Source: an optimization exercise on an open RTL-to-GDS flow (aim: small area, a short achievable clock period and few clock cycles). Production flows keep margins and buffers that such runs may drop. Function was checked by simulation only, so behaviour that the tests miss may differ from the original.

rev 12:
## CPU_top
module CPU_top(
input clk, rstn,
output imem_en,
output [63:0] imem_addr,
input [31:0] imem_rdata,
output dmem_re, dmem_we,
output [63:0] dmem_addr, dmem_wdata,
input [63:0] dmem_rdata
    );
Size in the first run: ~7600 cells after synthesis, about 290 I/O pins.
==> flow/config.mk <==
export PLATFORM = sky130hd
export DESIGN_NAME = CPU_top
export DESIGN_NICKNAME = CPU_top
export VERILOG_FILES = /design/flow/design.v
export SDC_FILE = /design/flow/constraint.sdc
export NUM_CORES = 8
export LEC_CHECK = 0
export CAP_MARGIN = 30
export CORE_MARGIN = 2
export CORE_UTILIZATION = 55
export SLEW_MARGIN = 30
export SYNTH_HIERARCHICAL = 1
==> flow/constraint.sdc <==
create_clock -name core_clock -period 27.0 [get_ports {clk}]
set_input_delay 5.4000 -clock core_clock [delete_from_list [all_inputs] [get_ports {clk}]]
set_output_delay 5.4000 -clock core_clock [all_outputs]
set_load 0.01 [all_outputs]
standard.sh (not shown) runs the stock make flow with config.mk's settings and CLKGATE_MAP_FILE= SYNTH_SCRIPT=/design/flow/synth_recipe.tcl, a recipe that flattens the netlist after the stock synthesis.
==> flow/flow/run.sh <==
#!/bin/bash
# The standard ORFS layout (standard.sh) with these changes:
#  - before floorplanning, combinational cells synthesis sized up go back to
#    their smallest size (flow/downsize.tcl); the timing repair sizes up those
#    on critical paths again;
#  - the timing repair steps aim at more setup slack than zero, so that they
#    work on the paths that set the achieved period (SDC, clock period and I/O
#    constraints stay the standard flow's);
#  - ports are buffered with buf_4 rather than the delay cell buffer_ports
#    picks on its own;
#  - CTS clusters somewhat more sinks per leaf buffer and adds no dummy loads.
set -euo pipefail
here=$(pwd)
bash standard.sh \
  "PRE_FLOORPLAN_TCL=$here/flow/downsize.tcl" \
  SETUP_SLACK_MARGIN=20.2 \
  "BUFFER_PORTS_ARGS=-buffer_cell sky130_fd_sc_hd__buf_4" \
  "CTS_ARGS=-sink_clustering_enable -repair_clock_nets -dont_use_dummy_load -sink_clustering_size 25 -sink_clustering_max_diameter 80" \
  finish > standard.log 2>&1
==> flow/flow/downsize.tcl <==
# Before floorplanning: put combinational cells that synthesis sized up back
# at their smallest drive strength; the timing repair that follows sizes up
# the ones on critical paths again.
set db [ord::get_db]
set block [ord::get_db_block]
set n 0
foreach inst [$block getInsts] {
  set name [[$inst getMaster] getName]
  if {![regexp {^(sky130_fd_sc_hd__[a-z0-9]+)_([0-9]+)$} $name -> base size]} { continue }
  if {$size eq "0" || $size eq "1"} { continue }
  if {[regexp {__(df|edf|sdf|dl|clk|conb|tap|fill|decap|diode)} $base]} { continue }
  set small [$db findMaster ${base}_1]
  if {$small eq "NULL"} { set small [$db findMaster ${base}_0] }
  if {$small eq "NULL"} { continue }
  $inst swapMaster $small
  incr n
}
puts "downsize.tcl: $n cells set to their smallest drive strength"
Testbench counts of rev 12, summed over its fixed seeds: cycles 36,688.
[inputs] rev 13 vs rev 12
--- a/flow/design.v
+++ b/flow/design.v
@@ -423,25 +423,23 @@
     wire taken = (t_eq & eq) | (t_ne & ~eq) | (t_lt & sum[63]) | (t_ge & ~sum[63])
                | (t_ltu & ~carry) | (t_geu & carry);
     wire [22:0] off_b = {{9{ir[31]}}, ir[31], ir[7], ir[30:25], ir[11:8], 2'b00};
     wire [22:0] off_j = {ir[31], ir[31], ir[19:12], ir[20], ir[30:21], 2'b00};
     wire [23:0] tbr = {12'd0, irpc} + (c_jal ? {off_j[22], off_j} : {off_b[22], off_b});
     wire [63:0] tgt_br = {{40{tbr[23]}}, tbr};
     wire c_bad;
     branch_detection dxbad(.w(ir), .pc(irpc), .pt(), .bb(), .tgt(), .bad(c_bad));
     wire fbr = fire & c_br;
     wire fjr = fire & c_jalr;
     wire jbad = fire & c_jal & c_pt & c_bad;
-    wire redir_t = fjr | (fbr & (~c_pt | c_bad)) | jbad;    
-    wire redir_nt = fjr | (fbr & c_pt) | jbad;              
-    wire redir = taken ? redir_t : redir_nt;
+    wire redir = fjr | (fbr & (taken ? (~c_pt | c_bad) : c_pt)) | jbad;
     wire pt;
     wire [11:0] ptgt;
     wire pbb;
     branch_detection predict(.w(imem_rdata), .pc(rpc), .pt(pt), .bb(pbb), .tgt(ptgt), .bad());
     reg        btbv, rvb;
     reg [11:0] btbtag, btbtgt;
     wire hit = btbv & en & (pcf[11:0] == btbtag) & (pcf[63:12] == 52'd0);
     wire irfree = ~irv | fire;
     wire take = rv & irfree;              
     wire pred = take & pt & ~rvb;
     wire [63:0] pcf_seq = en ? pcf + 64'd4 : pcf;
@@ -466,46 +464,42 @@
         end
         for (pb = 13; pb < 64; pb = pb + 1) begin: g_pch
             g_pcnext_hi u(.a1(a1), .n1(~a1), .a0(a0), .fj(fjr), .n0(~a0 & ~fjr),
                           .tb1(tgt_br[pb]), .tb0(tb0[pb]), .s(sum[pb]), .sq(pcf_seq[pb]),
                           .tk(taken), .d(pcf_d[pb]));
         end
     endgenerate
     always @(posedge clk or negedge rstn) begin
         if (!rstn) pcf <= 64'd0;
         else pcf <= pcf_d;
     end
-    wire rv_keep = ~pred & (en | (rv & ~take));
-    wire irv_keep = irfree ? rv : irv;
-    wire rv_n, irv_d;
-    g_mux2 u_rv(.a0(~redir_nt & rv_keep), .a1(~redir_t & rv_keep), .s(taken), .y(rv_n));
-    g_mux2 u_irv(.a0(~redir_nt & irv_keep), .a1(~redir_t & irv_keep), .s(taken), .y(irv_d));
     always @(posedge clk) begin
         if (rst) begin
             btbv <= 1'b0;
             rvb <= 1'b0;
             en <= 1'b1;
             rv <= 1'b0;
             irv <= 1'b0;
             stl <= 1'b0;
         end else begin
             en <= ~stl_n;
             stl <= stl_n;
-            rv <= rv_n;
+            rv <= ~redir & ~pred & (en | (rv & ~take));
             if (en) rvb <= hit;
             if (fbr & c_pt) begin
                 btbv <= 1'b1;
                 btbtag <= irpc;
                 btbtgt <= tbr[11:0];
             end
-            irv <= irv_d;
+            if (redir) irv <= 1'b0;
+            else if (irfree) irv <= rv;
         end
     end
     always @(posedge clk) begin
         if (en) rpc <= pcf[11:0];
         if (irfree) begin
             ir <= imem_rdata;
             irpc <= rpc;
         end
     end
     wire wl = ldrv & ~resv;
     wire [4:0] wa = resv ? resrd : ldrrd;
==> comparison <==
Rev 13 closes out successfully: all stages finished, all timing, DRC and antenna checks passed.
Measured against each other, rev 12 and rev 13 differ in total length of routed met2 wires, the lower figure coming from rev 12.
Going from rev 12 to rev 13, utilization grew by 0.34 points; DRC marker count from the first detailed-route iteration grew by 2229; required time of the critical path grew by 6.09 ns.
Rev 13 vs. rev 12: highest clock frequency the design can meet went down by 0.39%.
Testbench counts of rev 13, summed over its fixed seeds: cycles 36,688.

-- afterwards: timing with drivers on the ports --
In the flow no input, the clock included, has a driving cell. The finished layouts below were timed again as built, in two steps. Step 1: set_driving_cell puts a clkbuf_16 on clk and a buf_2 on each other input, an assumption about the parent block. Step 2 times the ports against the registers' clock, not the clock port: input delays grow and output delays shrink by t, the midpoint of the rising clock arrivals with the driver on. Slacks: ideal ports / drivers / drivers and shift; pairs: ideal ports / drivers.
run	t, ns	setup slack, ns	latest minus earliest clock arrival (ns)	pins driven straight from the clock port
rev 12	0.930	20.020 / 19.919 / 19.222	0.112 / 0.112	1
rev 13	0.914	19.993 / 20.016 / 19.150	0.125 / 0.124	1
After both steps every run listed still meets setup and hold. The setup slack of rev 13, which loses most, moves by +0.023 ns with the drivers and by -0.843 ns with both steps.
